This design comes from an exercise in tuning for small area, a short achievable clock period and few clock cycles per item on the open sky130 flow, not from production work.
No run shown here included a check of the RTL's function; only the layout flow was run.

==> flow/design.v, too long to show whole: its modules and the start of the top module <==
// module mult: 1258 lines
module mult(
	input clk, rst, start, in_is_signed,
	input [31:0] in_a, in_b,
	output mult_status,
	output [63:0] s);
  // ...
==> flow/run.sh <==
#!/bin/bash
# synth_recipe.tcl (not shown) runs the flow's synth.tcl, then flattens the netlist and writes it again
# the make line also repeats each setting of config.mk as NAME=value (left out here)
make -C /OpenROAD-flow-scripts/flow DESIGN_CONFIG=/design/flow/config.mk WORK_HOME=/design/flow/orfs CLKGATE_MAP_FILE= SYNTH_SCRIPT=/design/flow/synth_recipe.tcl finish
==> flow/config.mk <==
export PLATFORM = sky130hd
export DESIGN_NAME = mult
export DESIGN_NICKNAME = mult
export VERILOG_FILES = /design/flow/design.v
export SDC_FILE = /design/flow/constraint.sdc
export NUM_CORES = 4
export LEC_CHECK = 0
export ABC_AREA = 1
export CAP_MARGIN = 20
export CORE_MARGIN = 2
export CORE_UTILIZATION = 40
export SLEW_MARGIN = 20
==> flow/constraint.sdc <==
create_clock -name core_clock -period 50.0 [get_ports {clk}]
set_input_delay 10.0000 -clock core_clock [delete_from_list [all_inputs] [get_ports {clk}]]
set_output_delay 10.0000 -clock core_clock [all_outputs]
set_load 0.01 [all_outputs]
==> results.toml, run 1 <==
[worst_setup_path]
cp.arrival_ns = 7.55
ff2ff_setup_slack_ns = 43.13
rr_worst_depth = 22
cpPeakStageDelay_ns = 0.57
path_depth = 20
rr_startpoint = "n[32]"

[global_route]
grt_busiest_layer = "met2"
grt_util_met3_pct = 6.992
gr-total-overflow = 0

[yosys]
synth_compound_area_share_pct = 14.77
yosys-top-cells-area = "fa_1, edfxtp_1, xor2_1"
synth_xor_area_share_pct = 13.52
synth_seq_area_share_pct = 16.75
synth-seq-cells = 125
synth.most_common_cell = "inv_1"

[finish]
top_register = "acc"
inverters = 559
final_util_pct = 45.27
multi_input_area_share_pct = 63.83
register_area_mm2 = 0.003745
fin_area_mm2 = 0.02499
multi_input_gates = 2059
clkCellAreaFrac_pct = 2.313
fin_cells = 3702

[die]
rows = 86

[drt]
routedWlPerCell_um = 25.69
dr_wl_met3_mm = 8.936
m1WireLength_mm = 38.54
vias_per_cell = 5.794
drtIter0Drc = 2201

[sta]
setup_violations = 0
drv_slew = 0
tightest_slew_ns = 0.9831
fmax_mhz = 56.99
setup_ws_ns = 32.45

[clock_network]
holdBufCountCts = 0
cts_tree = "built"

[placement]
placed_cells = 3671
place_area_mm2 = 0.02441
gp_routability_congestion = 1.068

[status]
status = "no timing/DRC/antenna violations"
==> inputs of run 2 (changes only) <==
--- a/flow/design.v
+++ b/flow/design.v
@@ -1249,10 +1249,257 @@
 	assign hs585 = ~acc[43];
 	assign hc586 = acc[43];
 	assign hs587 = ~acc[44];
 	assign hc588 = acc[44];
 	assign hs589 = ~acc[45];
 	assign hc590 = acc[45];
 	wire [63:0] rx = {hc588, hc586, hc584, hc582, hc580, hc578, hc576, hc574, hc572, hc570, hc568, hc566, hc564, fc562, fc560, fc558, fc556, fc554, fc552, fc550, fc548, fc546, fc544, fc542, fc540, fc538, fc536, fc534, fc532, fc530, fc528, fc526, fc524, fc522, fc520, fc518, fc516, fc514, fc512, fc510, fc508, fc506, fc504, fc502, fc500, fc498, fc496, fc494, fc492, fc490, fc488, fc486, fc484, fc482, fc480, fc478, fc476, fc474, fc472, hc470, hc468, hs467, pp0[1], neg[0]};
 	wire [63:0] ry = {hs589, hs587, hs585, hs583, hs581, hs579, hs577, hs575, hs573, hs571, hs569, hs567, hs565, hs563, fs561, fs559, fs557, fs555, fs553, fs551, fs549, fs547, fs545, fs543, fs541, fs539, fs537, fs535, fs533, fs531, fs529, fs527, fs525, fs523, fs521, fs519, fs517, fs515, fs513, fs511, fs509, fs507, fs505, fs503, fs501, fs499, fs497, fs495, fs493, fs491, fs489, fs487, fs485, fs483, fs481, fs479, fs477, fs475, fs473, fs471, hs469, pp1[0], 1'b0, pp0[0]};
-	assign s = rx + ry;
+	wire [63:0] g0 = rx & ry, p0 = rx ^ ry;
+	wire gu1_1 = g0[1] | (p0[1] & g0[0]);
+	wire pu1_1 = p0[1] & p0[0];
+	wire gu1_3 = g0[3] | (p0[3] & g0[2]);
+	wire pu1_3 = p0[3] & p0[2];
+	wire gu1_5 = g0[5] | (p0[5] & g0[4]);
+	wire pu1_5 = p0[5] & p0[4];
+	wire gu1_7 = g0[7] | (p0[7] & g0[6]);
+	wire pu1_7 = p0[7] & p0[6];
+	wire gu1_9 = g0[9] | (p0[9] & g0[8]);
+	wire pu1_9 = p0[9] & p0[8];
+	wire gu1_11 = g0[11] | (p0[11] & g0[10]);
+	wire pu1_11 = p0[11] & p0[10];
+	wire gu1_13 = g0[13] | (p0[13] & g0[12]);
+	wire pu1_13 = p0[13] & p0[12];
+	wire gu1_15 = g0[15] | (p0[15] & g0[14]);
+	wire pu1_15 = p0[15] & p0[14];
+	wire gu1_17 = g0[17] | (p0[17] & g0[16]);
+	wire pu1_17 = p0[17] & p0[16];
+	wire gu1_19 = g0[19] | (p0[19] & g0[18]);
+	wire pu1_19 = p0[19] & p0[18];
+	wire gu1_21 = g0[21] | (p0[21] & g0[20]);
+	wire pu1_21 = p0[21] & p0[20];
+	wire gu1_23 = g0[23] | (p0[23] & g0[22]);
+	wire pu1_23 = p0[23] & p0[22];
+	wire gu1_25 = g0[25] | (p0[25] & g0[24]);
+	wire pu1_25 = p0[25] & p0[24];
+	wire gu1_27 = g0[27] | (p0[27] & g0[26]);
+	wire pu1_27 = p0[27] & p0[26];
+	wire gu1_29 = g0[29] | (p0[29] & g0[28]);
+	wire pu1_29 = p0[29] & p0[28];
+	wire gu1_31 = g0[31] | (p0[31] & g0[30]);
+	wire pu1_31 = p0[31] & p0[30];
+	wire gu1_33 = g0[33] | (p0[33] & g0[32]);
+	wire pu1_33 = p0[33] & p0[32];
+	wire gu1_35 = g0[35] | (p0[35] & g0[34]);
+	wire pu1_35 = p0[35] & p0[34];
+	wire gu1_37 = g0[37] | (p0[37] & g0[36]);
+	wire pu1_37 = p0[37] & p0[36];
+	wire gu1_39 = g0[39] | (p0[39] & g0[38]);
+	wire pu1_39 = p0[39] & p0[38];
+	wire gu1_41 = g0[41] | (p0[41] & g0[40]);
+	wire pu1_41 = p0[41] & p0[40];
+	wire gu1_43 = g0[43] | (p0[43] & g0[42]);
+	wire pu1_43 = p0[43] & p0[42];
+	wire gu1_45 = g0[45] | (p0[45] & g0[44]);
+	wire pu1_45 = p0[45] & p0[44];
+	wire gu1_47 = g0[47] | (p0[47] & g0[46]);
+	wire pu1_47 = p0[47] & p0[46];
+	wire gu1_49 = g0[49] | (p0[49] & g0[48]);
+	wire pu1_49 = p0[49] & p0[48];
+	wire gu1_51 = g0[51] | (p0[51] & g0[50]);
+	wire pu1_51 = p0[51] & p0[50];
+	wire gu1_53 = g0[53] | (p0[53] & g0[52]);
+	wire pu1_53 = p0[53] & p0[52];
+	wire gu1_55 = g0[55] | (p0[55] & g0[54]);
+	wire pu1_55 = p0[55] & p0[54];
+	wire gu1_57 = g0[57] | (p0[57] & g0[56]);
+	wire pu1_57 = p0[57] & p0[56];
+	wire gu1_59 = g0[59] | (p0[59] & g0[58]);
+	wire pu1_59 = p0[59] & p0[58];
+	wire gu1_61 = g0[61] | (p0[61] & g0[60]);
+	wire pu1_61 = p0[61] & p0[60];
+	wire gu1_63 = g0[63] | (p0[63] & g0[62]);
+	wire pu1_63 = p0[63] & p0[62];
+	wire gu2_3 = gu1_3 | (pu1_3 & gu1_1);
+	wire pu2_3 = pu1_3 & pu1_1;
+	wire gu2_7 = gu1_7 | (pu1_7 & gu1_5);
+	wire pu2_7 = pu1_7 & pu1_5;
+	wire gu2_11 = gu1_11 | (pu1_11 & gu1_9);
+	wire pu2_11 = pu1_11 & pu1_9;
+	wire gu2_15 = gu1_15 | (pu1_15 & gu1_13);
+	wire pu2_15 = pu1_15 & pu1_13;
+	wire gu2_19 = gu1_19 | (pu1_19 & gu1_17);
+	wire pu2_19 = pu1_19 & pu1_17;
+	wire gu2_23 = gu1_23 | (pu1_23 & gu1_21);
+	wire pu2_23 = pu1_23 & pu1_21;
+	wire gu2_27 = gu1_27 | (pu1_27 & gu1_25);
+	wire pu2_27 = pu1_27 & pu1_25;
+	wire gu2_31 = gu1_31 | (pu1_31 & gu1_29);
+	wire pu2_31 = pu1_31 & pu1_29;
+	wire gu2_35 = gu1_35 | (pu1_35 & gu1_33);
+	wire pu2_35 = pu1_35 & pu1_33;
+	wire gu2_39 = gu1_39 | (pu1_39 & gu1_37);
+	wire pu2_39 = pu1_39 & pu1_37;
+	wire gu2_43 = gu1_43 | (pu1_43 & gu1_41);
+	wire pu2_43 = pu1_43 & pu1_41;
+	wire gu2_47 = gu1_47 | (pu1_47 & gu1_45);
+	wire pu2_47 = pu1_47 & pu1_45;
+	wire gu2_51 = gu1_51 | (pu1_51 & gu1_49);
+	wire pu2_51 = pu1_51 & pu1_49;
+	wire gu2_55 = gu1_55 | (pu1_55 & gu1_53);
+	wire pu2_55 = pu1_55 & pu1_53;
+	wire gu2_59 = gu1_59 | (pu1_59 & gu1_57);
+	wire pu2_59 = pu1_59 & pu1_57;
+	wire gu2_63 = gu1_63 | (pu1_63 & gu1_61);
+	wire pu2_63 = pu1_63 & pu1_61;
+	wire gu3_7 = gu2_7 | (pu2_7 & gu2_3);
+	wire pu3_7 = pu2_7 & pu2_3;
+	wire gu3_15 = gu2_15 | (pu2_15 & gu2_11);
+	wire pu3_15 = pu2_15 & pu2_11;
+	wire gu3_23 = gu2_23 | (pu2_23 & gu2_19);
+	wire pu3_23 = pu2_23 & pu2_19;
+	wire gu3_31 = gu2_31 | (pu2_31 & gu2_27);
+	wire pu3_31 = pu2_31 & pu2_27;
+	wire gu3_39 = gu2_39 | (pu2_39 & gu2_35);
+	wire pu3_39 = pu2_39 & pu2_35;
+	wire gu3_47 = gu2_47 | (pu2_47 & gu2_43);
+	wire pu3_47 = pu2_47 & pu2_43;
+	wire gu3_55 = gu2_55 | (pu2_55 & gu2_51);
+	wire pu3_55 = pu2_55 & pu2_51;
+	wire gu3_63 = gu2_63 | (pu2_63 & gu2_59);
+	wire pu3_63 = pu2_63 & pu2_59;
+	wire gu4_15 = gu3_15 | (pu3_15 & gu3_7);
+	wire pu4_15 = pu3_15 & pu3_7;
+	wire gu4_31 = gu3_31 | (pu3_31 & gu3_23);
+	wire pu4_31 = pu3_31 & pu3_23;
+	wire gu4_47 = gu3_47 | (pu3_47 & gu3_39);
+	wire pu4_47 = pu3_47 & pu3_39;
+	wire gu4_63 = gu3_63 | (pu3_63 & gu3_55);
+	wire pu4_63 = pu3_63 & pu3_55;
+	wire gu5_31 = gu4_31 | (pu4_31 & gu4_15);
+	wire pu5_31 = pu4_31 & pu4_15;
+	wire gu5_63 = gu4_63 | (pu4_63 & gu4_47);
+	wire pu5_63 = pu4_63 & pu4_47;
+	wire gu6_63 = gu5_63 | (pu5_63 & gu5_31);
+	wire pu6_63 = pu5_63 & pu5_31;
+	wire gd8_47 = gu4_47 | (pu4_47 & gu5_31);
+	wire gd9_23 = gu3_23 | (pu3_23 & gu4_15);
+	wire gd9_39 = gu3_39 | (pu3_39 & gu5_31);
+	wire gd9_55 = gu3_55 | (pu3_55 & gd8_47);
+	wire gd10_11 = gu2_11 | (pu2_11 & gu3_7);
+	wire gd10_19 = gu2_19 | (pu2_19 & gu4_15);
+	wire gd10_27 = gu2_27 | (pu2_27 & gd9_23);
+	wire gd10_35 = gu2_35 | (pu2_35 & gu5_31);
+	wire gd10_43 = gu2_43 | (pu2_43 & gd9_39);
+	wire gd10_51 = gu2_51 | (pu2_51 & gd8_47);
+	wire gd10_59 = gu2_59 | (pu2_59 & gd9_55);
+	wire gd11_5 = gu1_5 | (pu1_5 & gu2_3);
+	wire gd11_9 = gu1_9 | (pu1_9 & gu3_7);
+	wire gd11_13 = gu1_13 | (pu1_13 & gd10_11);
+	wire gd11_17 = gu1_17 | (pu1_17 & gu4_15);
+	wire gd11_21 = gu1_21 | (pu1_21 & gd10_19);
+	wire gd11_25 = gu1_25 | (pu1_25 & gd9_23);
+	wire gd11_29 = gu1_29 | (pu1_29 & gd10_27);
+	wire gd11_33 = gu1_33 | (pu1_33 & gu5_31);
+	wire gd11_37 = gu1_37 | (pu1_37 & gd10_35);
+	wire gd11_41 = gu1_41 | (pu1_41 & gd9_39);
+	wire gd11_45 = gu1_45 | (pu1_45 & gd10_43);
+	wire gd11_49 = gu1_49 | (pu1_49 & gd8_47);
+	wire gd11_53 = gu1_53 | (pu1_53 & gd10_51);
+	wire gd11_57 = gu1_57 | (pu1_57 & gd9_55);
+	wire gd11_61 = gu1_61 | (pu1_61 & gd10_59);
+	wire gd12_2 = g0[2] | (p0[2] & gu1_1);
+	wire gd12_4 = g0[4] | (p0[4] & gu2_3);
+	wire gd12_6 = g0[6] | (p0[6] & gd11_5);
+	wire gd12_8 = g0[8] | (p0[8] & gu3_7);
+	wire gd12_10 = g0[10] | (p0[10] & gd11_9);
+	wire gd12_12 = g0[12] | (p0[12] & gd10_11);
+	wire gd12_14 = g0[14] | (p0[14] & gd11_13);
+	wire gd12_16 = g0[16] | (p0[16] & gu4_15);
+	wire gd12_18 = g0[18] | (p0[18] & gd11_17);
+	wire gd12_20 = g0[20] | (p0[20] & gd10_19);
+	wire gd12_22 = g0[22] | (p0[22] & gd11_21);
+	wire gd12_24 = g0[24] | (p0[24] & gd9_23);
+	wire gd12_26 = g0[26] | (p0[26] & gd11_25);
+	wire gd12_28 = g0[28] | (p0[28] & gd10_27);
+	wire gd12_30 = g0[30] | (p0[30] & gd11_29);
+	wire gd12_32 = g0[32] | (p0[32] & gu5_31);
+	wire gd12_34 = g0[34] | (p0[34] & gd11_33);
+	wire gd12_36 = g0[36] | (p0[36] & gd10_35);
+	wire gd12_38 = g0[38] | (p0[38] & gd11_37);
+	wire gd12_40 = g0[40] | (p0[40] & gd9_39);
+	wire gd12_42 = g0[42] | (p0[42] & gd11_41);
+	wire gd12_44 = g0[44] | (p0[44] & gd10_43);
+	wire gd12_46 = g0[46] | (p0[46] & gd11_45);
+	wire gd12_48 = g0[48] | (p0[48] & gd8_47);
+	wire gd12_50 = g0[50] | (p0[50] & gd11_49);
+	wire gd12_52 = g0[52] | (p0[52] & gd10_51);
+	wire gd12_54 = g0[54] | (p0[54] & gd11_53);
+	wire gd12_56 = g0[56] | (p0[56] & gd9_55);
+	wire gd12_58 = g0[58] | (p0[58] & gd11_57);
+	wire gd12_60 = g0[60] | (p0[60] & gd10_59);
+	wire gd12_62 = g0[62] | (p0[62] & gd11_61);
+	assign s[0] = p0[0];
+	assign s[1] = p0[1] ^ g0[0];
+	assign s[2] = p0[2] ^ gu1_1;
+	assign s[3] = p0[3] ^ gd12_2;
+	assign s[4] = p0[4] ^ gu2_3;
+	assign s[5] = p0[5] ^ gd12_4;
+	assign s[6] = p0[6] ^ gd11_5;
+	assign s[7] = p0[7] ^ gd12_6;
+	assign s[8] = p0[8] ^ gu3_7;
+	assign s[9] = p0[9] ^ gd12_8;
+	assign s[10] = p0[10] ^ gd11_9;
+	assign s[11] = p0[11] ^ gd12_10;
+	assign s[12] = p0[12] ^ gd10_11;
+	assign s[13] = p0[13] ^ gd12_12;
+	assign s[14] = p0[14] ^ gd11_13;
+	assign s[15] = p0[15] ^ gd12_14;
+	assign s[16] = p0[16] ^ gu4_15;
+	assign s[17] = p0[17] ^ gd12_16;
+	assign s[18] = p0[18] ^ gd11_17;
+	assign s[19] = p0[19] ^ gd12_18;
+	assign s[20] = p0[20] ^ gd10_19;
+	assign s[21] = p0[21] ^ gd12_20;
+	assign s[22] = p0[22] ^ gd11_21;
+	assign s[23] = p0[23] ^ gd12_22;
+	assign s[24] = p0[24] ^ gd9_23;
+	assign s[25] = p0[25] ^ gd12_24;
+	assign s[26] = p0[26] ^ gd11_25;
+	assign s[27] = p0[27] ^ gd12_26;
+	assign s[28] = p0[28] ^ gd10_27;
+	assign s[29] = p0[29] ^ gd12_28;
+	assign s[30] = p0[30] ^ gd11_29;
+	assign s[31] = p0[31] ^ gd12_30;
+	assign s[32] = p0[32] ^ gu5_31;
+	assign s[33] = p0[33] ^ gd12_32;
+	assign s[34] = p0[34] ^ gd11_33;
+	assign s[35] = p0[35] ^ gd12_34;
+	assign s[36] = p0[36] ^ gd10_35;
+	assign s[37] = p0[37] ^ gd12_36;
+	assign s[38] = p0[38] ^ gd11_37;
+	assign s[39] = p0[39] ^ gd12_38;
+	assign s[40] = p0[40] ^ gd9_39;
+	assign s[41] = p0[41] ^ gd12_40;
+	assign s[42] = p0[42] ^ gd11_41;
+	assign s[43] = p0[43] ^ gd12_42;
+	assign s[44] = p0[44] ^ gd10_43;
+	assign s[45] = p0[45] ^ gd12_44;
+	assign s[46] = p0[46] ^ gd11_45;
+	assign s[47] = p0[47] ^ gd12_46;
+	assign s[48] = p0[48] ^ gd8_47;
+	assign s[49] = p0[49] ^ gd12_48;
+	assign s[50] = p0[50] ^ gd11_49;
+	assign s[51] = p0[51] ^ gd12_50;
+	assign s[52] = p0[52] ^ gd10_51;
+	assign s[53] = p0[53] ^ gd12_52;
+	assign s[54] = p0[54] ^ gd11_53;
+	assign s[55] = p0[55] ^ gd12_54;
+	assign s[56] = p0[56] ^ gd9_55;
+	assign s[57] = p0[57] ^ gd12_56;
+	assign s[58] = p0[58] ^ gd11_57;
+	assign s[59] = p0[59] ^ gd12_58;
+	assign s[60] = p0[60] ^ gd10_59;
+	assign s[61] = p0[61] ^ gd12_60;
+	assign s[62] = p0[62] ^ gd11_61;
+	assign s[63] = p0[63] ^ gd12_62;
 endmodule
==> flow/config.mk (replaced) <==
export PLATFORM = sky130hd
export DESIGN_NAME = mult
export DESIGN_NICKNAME = mult
export VERILOG_FILES = /design/flow/design.v
export SDC_FILE = /design/flow/constraint.sdc
export NUM_CORES = 4
export LEC_CHECK = 0
export CAP_MARGIN = 20
export CORE_MARGIN = 2
export CORE_UTILIZATION = 40
export SLEW_MARGIN = 20
==> run 2 against run 1 <==
Synthesized area decreased by 8.8%. Synthesized cell count is 30% lower. Critical path depth up 2. Fmax fell by 6.5%. Critical path type unchanged.
==> results.toml, run 2 <==
[status]
status = "no timing/DRC/antenna violations"

[die]
ios = 133
core_mm2 = 0.05017
die_h_um = 229.7
rows = 82
die-area_mm2 = 0.05276
start_util_pct = 40.61
die_w_um = 229.7

[clock_network]
h-tree-depth = 4
clk_path_buf_depth = 2
holdBufCountCts = 0
clkTransAtPathRegs_ns = 0.06
cts_tree = "built"
cts_buffers = 17
cts-resized-gates = 0
cts_setup_buffers = 0
clock_latency_ns = 0.46
cts_root_buf = "clkbuf_16"
clock-sinks = 125

[worst_setup_path]
path_class = "reg2out"
ff2ff_setup_slack_ns = 41.91
rr_startpoint = "one[1]"
critical_path_required_ns = 40.00
cpPeakStageDelay_ns = 0.80
worstSetupStartpointType = "flip-flop"
crit_path_end = "s[54]"
crit_top_cell = "fa_1"
cp.arrival_ns = 8.76
cp_max_fo = 19
rr_worst_depth = 21
r2r-end = "acc[39]"
crit_path_cell_trace = "buf_4, a22oi_1, xnor2_1, fa_1, fa_1, inv_1, fa_1, fa_1, inv_1, fa_1, ha_1, a21oi_1, o21ai_0, a221oi_1, o221ai_1, o21ai_0, o21ai_0, a21boi_0, o21a_1, fa_1, inv_1, clkdlybuf4s50_1"
end_kind = "output pin"
crit_start = "one[1]"
slowest_stage = "o21ai_0"

[drt]
routedWlPerCell_um = 24.71
vias = 15724
routed_wl_mm = 67.12
vias_per_cell = 5.789
drt_first_pass_iters = 6
drc = 0
postRouteAntennaNets = 0
drtIter0Drc = 1571

[sta]
setup_ws_ns = 31.24
rsz0062_at_grt = "false"
hold_viol = 0
period_share_pct = 37.52
tightest_slew_ns = 1.050
drv_slew = 0
fmax_mhz = 53.30
setup_violations = 0
fin_setup_tns_ns = 0
finalClockSkew_ns = 0.01504
fin_crit_ns = 18.76
relSlewSlack_pct = 30.02

[yosys]
synthFlopType = "edfxtp_1"
synth_nets = 2462
yosys-top-cells-area = "fa_1, edfxtp_1, a22oi_1"
syn_avg_cell_area_um2 = 10.07
synth_edf_count = 124
synth.most_common_cell = "inv_1"
ys_warn_count = 1
netlist_instances = 2024
synth_seq_area_share_pct = 18.37
async_flop_share_pct = 0
synth-seq-cells = 125
synth_top_cell_area_share_pct = 27.71
synth_area_mm2 = 0.02037
synth_cell_types = 62
yosysTopAreaCell = "fa_1"
synth_common_cells = "inv_1, a22oi_1, fa_1"

[global_route]
gr-total-overflow = 0
grt_pass1_vias = 16964
grt_pass1_wl_mm = 103.3
grt_antenna_before_repair = 1
grt.met1_usage_pct = 34.53
grt_util_met3_pct = 6.027
use_met2_pct = 39.83
grt_max_degree = 74
grt_busiest_layer = "met2"
grt_use_total_pct = 26.01

[finish]
drive_gt1_share_pct = 7.339
fin_nets = 2469
final_cell_mix = "inv_1, a22oi_1, fa_1"
nFillCells = 4726
top_regs = "acc: 46 flops, n: 33 flops, wlo: 18 flops"
final_common_cell = "inv_1"
top_register = "acc"
largest_reg_flops = 46
antennaDiodeCount = 0
syn_to_final_growth_pct = 11.83
fin_area_mm2 = 0.02278
final_util_pct = 45.41

[placement]
port_buffers = 132
pre_cts_ws_ns = 31.66
place_area_mm2 = 0.02215
gp_routability_congestion = 0.8999
hpwl_mm = 47.00

[hold_path]
hold_path_class = "reg2reg"

[job]
maxCapViolations = 0
## run 2: cell types whose count changed in the layout (fill, tap and decap cells not counted), moves of 74 or more
| cell | delta |
|---|---|
| nand3_1 | -78 |
| nand2_1 | -407 |
| xor2_1 | -200 |
| a21oi_1 | -74 |
| a22oi_1 | +288 |
| o22ai_1 | -292 |
| xnor2_1 | +202 |
| nor2_1 | -176 |
| inv_1 | -185 |
## run 2: worst min path at each step
| stage | start | to | cells after the start | slack, ns |
|---|---|---|---|---|
| final | wlo[17] | neg[8] | 2 | 0.61 |
| after detailed placement | wlo[17] | neg[8] | 2 | 0.60 |
| after global routing | wlo[11] | neg[5] | 2 | 0.67 |
| after CTS | wlo[17] | neg[8] | 2 | 0.62 |
| after floorplan | wlo[17] | neg[8] | 2 | 0.56 |
| after global placement | wlo[17] | neg[8] | 2 | 0.60 |
## run 2: layout make-up
class / instances / area (µm²) / area share (%)
tap: 672 / 840.8 / 3.690
timing repair buffer: 184 / 1747 / 7.666
multi-input combinational: 1373 / 14640 / 64.24
inverter: 330 / 1239 / 5.437
sequential: 125 / 3747 / 16.45
clock buffer: 18 / 429.2 / 1.884
clock inverter: 14 / 143.9 / 0.6315
## run 2: metrics by stage
step / instances / hold WS [ns]
5_1_grt: 2716 / 0.6696
2_1_floorplan: 2024 / 0.5605
3_3_place_gp: 2681 / 0.5985
3_5_place_dp: 2681 / 0.5979
6_report: 2716 / 0.6071
4_1_cts: 2713 / 0.6151
## run 2: logic make-up after synthesis
kind of cell	Yosys count	synth area share [%]
AOI/OAI and AO/OA	448	16.38
xor gates and xnor gates	347	14.92
adders and majority gates	370	33.11
buffers and inverters	526	9.875
DFF	125	18.37
muxes	66	3.642
and+or+nand+nor	142	3.703
## run 2: critical path, delay by kind of cell (launching register included)
| family | cells | cell delay (ns) |
|---|---|---|
| fa+ha+maj | 7 | 3.27 |
| xor+xnor | 1 | 0.25 |
| compound gates | 9 | 2.92 |
| flops | 1 | 0.78 |
| buf+inv | 5 | 1.08 |
## run 2: metal layers
layer  up-vias  routed length (µm)
li1       6791                   -
met1      7884               27130
met2       875               30590
met3       174                6241
met4         0                3155
met5         -                   0
==> inputs of run 3 (changes only) <==
--- a/flow/config.mk
+++ b/flow/config.mk
@@ -5,6 +5,7 @@
 export SDC_FILE = /design/flow/constraint.sdc
 export NUM_CORES = 4
 export LEC_CHECK = 0
+export ABC_AREA = 1
 export CAP_MARGIN = 20
 export CORE_MARGIN = 2
 export CORE_UTILIZATION = 40
==> run 3 against run 2 <==
Count of clock-buffer cells in the layout unchanged. Die area down 0.39%. Worst setup slack better by 0.68 ns. Fmax up 3.7%. Global-route usage up 0.23 points. Cell area up 0.15%. Flip-flop and latch count unchanged. Non-clock buffer count down 10. Critical endpoint is now s[31].
==> results.toml, run 3 <==
[status]
status = "no timing/DRC/antenna violations"

[sta]
drv_slew = 0
fmax_mhz = 55.29
relSlewSlack_pct = 28.21
fin_setup_tns_ns = 0
tightest_slew_ns = 1.076
hold_viol = 0
period_share_pct = 36.17
fin_crit_ns = 18.09
setup_violations = 0
finalClockSkew_ns = 0.01613
rsz0062_at_grt = "false"

[clock_network]
clock_latency_ns = 0.46
cts_setup_buffers = 0
h-tree-depth = 4
clk_path_buf_depth = 2
cts_root_buf = "clkbuf_16"
clkTransAtPathRegs_ns = 0.07
clock-sinks = 125
cts-resized-gates = 0
cts_buffers = 17
holdBufCountCts = 0
cts_tree = "built"

[finish]
antennaDiodeCount = 0
top_regs = "acc: 46 flops, n: 33 flops, wlo: 18 flops"
top_register = "acc"
syn_to_final_growth_pct = 12.44
final_common_cell = "inv_1"
drive_gt1_share_pct = 6.074
final_cell_mix = "inv_1, xor2_1, o22ai_1"
largest_reg_flops = 46
final_util_pct = 45.48
fin_nets = 2763

[drt]
vias = 16979
drtIter0Drc = 1649
drc = 0
drt_first_pass_iters = 6
vias_per_cell = 5.641
routed_wl_mm = 68.46
postRouteAntennaNets = 0
routedWlPerCell_um = 22.74

[yosys]
synth_area_mm2 = 0.02029
async_flop_share_pct = 0
synth.most_common_cell = "inv_1"
ys_warn_count = 1
synth_cell_types = 44
syn_avg_cell_area_um2 = 8.924
synth_edf_count = 124
synth-seq-cells = 125
yosysTopAreaCell = "fa_1"
yosys-top-cells-area = "fa_1, edfxtp_1, xor2_1"
netlist_instances = 2274
synth_seq_area_share_pct = 18.45
synthFlopType = "edfxtp_1"
synth_top_cell_area_share_pct = 27.82
synth_common_cells = "inv_1, xor2_1, o22ai_1"
synth_nets = 2712

[worst_setup_path]
critical_path_required_ns = 40.00
worstSetupStartpointType = "flip-flop"
ff2ff_setup_slack_ns = 42.66
cp_max_fo = 32
rr_worst_depth = 23
rr_startpoint = "one[1]"
path_class = "reg2out"
r2r-end = "acc[31]"
cp.arrival_ns = 8.08
end_kind = "output pin"

[hold_path]
whs_path_depth = 2
whs_endpoint = "neg[8]"
hold_path_class = "reg2reg"
min_from = "wlo[17]"

[placement]
gp_routability_congestion = 0.9396
port_buffers = 132
hpwl_mm = 50.10

[global_route]
grt_use_total_pct = 26.24
gr-total-overflow = 0
grt_max_degree = 89
grt_pass1_wl_mm = 105.0
grt_pass1_vias = 17294
grt_antenna_before_repair = 0

[die]
die-area_mm2 = 0.05255
ios = 133
core_mm2 = 0.05017
rows = 82
die_h_um = 229.2
die_w_um = 229.2
start_util_pct = 40.45

[job]
maxCapViolations = 0
==> run 3: cell types whose count changed in the layout (fill, tap and decap cells not counted), moves of 33 or more <==
cell / before / now
o22ai_1: 7 / 309
nor2_1: 13 / 71
mux2_2: 40 / 6
nand2_1: 45 / 229
xor2_1: 137 / 323
a22oi_1: 288 / 0
clkinv_1: 2 / 35
xnor2_1: 210 / 17
inv_1: 329 / 417
==> run 3: kinds of logic (layout without fill, tap and decap cells) <==
| logic type | count (synthesis) | after routing | share of synthesized area (%) |
|---|---|---|---|
| mux | 6 | 6 | 0.3329 |
| xor+xnor | 340 | 340 | 14.67 |
| buf+inv | 603 | 667 | 11.41 |
| flops | 125 | 125 | 18.45 |
| compound gates | 445 | 445 | 13.63 |
| simple gates | 385 | 385 | 8.262 |
| fa+ha+maj | 370 | 370 | 33.24 |
==> run 3: how the worst max path moves through the flow <==
stage                     endpoint  slack (ns)    from
final                        s[31]       31.92  one[1]
after detailed placement     s[31]       32.37  one[1]
after global routing         s[31]       31.45  one[1]
after global placement       s[31]       32.51  one[1]
after floorplan              s[47]       34.01  neg[0]
after CTS                    s[31]       31.86  one[1]
==> run 3: layer usage <==
metal	share of wire, %	up-vias	track usage, %
li1	-	7438	-
met1	41	8466	35.53
met2	46	927	41.26
met3	9.7	148	6.038
met4	3.2	0	9.213
met5	0	-	0
==> run 3: critical path, cell delays in order (launching register included) <==
cell	delay, ns
edfxtp_1	0.41
inv_1	0.77
o22ai_1	0.23
xor2_1	0.20
fa_1	0.53
fa_1	0.58
inv_1	0.08
fa_1	0.46
fa_1	0.51
fa_1	0.54
inv_1	0.04
ha_1	0.35
nand2_1	0.11
a21oi_1	0.07
nor2_1	0.09
nand2_1	0.09
a21oi_1	0.33
inv_1	0.11
a21oi_1	0.29
o21ai_0	0.19
fa_1	0.45
xor2_1	0.53
clkdlybuf4s50_1	0.66
==> run 3: cell type report <==
class / count / area, µm²
clock buffers: 18 / 429.2
inverters: 461 / 1735
well taps: 672 / 840.8
repair buffers: 174 / 1637
flip-flops and latches: 125 / 3745
fillers: 4838 / 27350
clock inverters: 14 / 181.4
multi-input cells: 1546 / 14250
==> run 3: metrics by stage <==
stage                     worst slack (ns)  cells  cell area [µm²]  hold slack, ns
final                                31.92   3010            22820          0.6135
after global routing                 31.45   3010            22820          0.6663
after CTS                            31.86   3010            22820          0.6061
after detailed placement             32.37   2978            22210          0.5922
after global placement               32.51   2978            22210          0.6093
after floorplan                      34.01   2274            20290          0.5567

[static timing again, ports no longer ideal]
No port has a modelled driver above. Below, the same layouts with a new extraction and two added sets of constraints. Step 1, drivers: a clkbuf_16 drives clk and a buf_2 each remaining input, both assumed. Step 2, shift: input delay + t, output delay - t, t = (earliest + latest rising clock arrival at the registers) / 2. This alone moves slack from input paths to output paths. Slacks: no drivers / after step 1 / after step 2; pairs: no drivers / after step 1.
run	shift t [ns]	setup WS [ns]	worst setup path after step 2	cell pins on the clock port's net
run 1	0.509	32.454 / 32.394 / 32.903	register to output	1
run 2	0.506	31.238 / 31.181 / 31.687	register to output	1
run 3	0.511	31.915 / 31.859 / 32.370	register to output	1
After both steps every run listed still meets setup and hold.
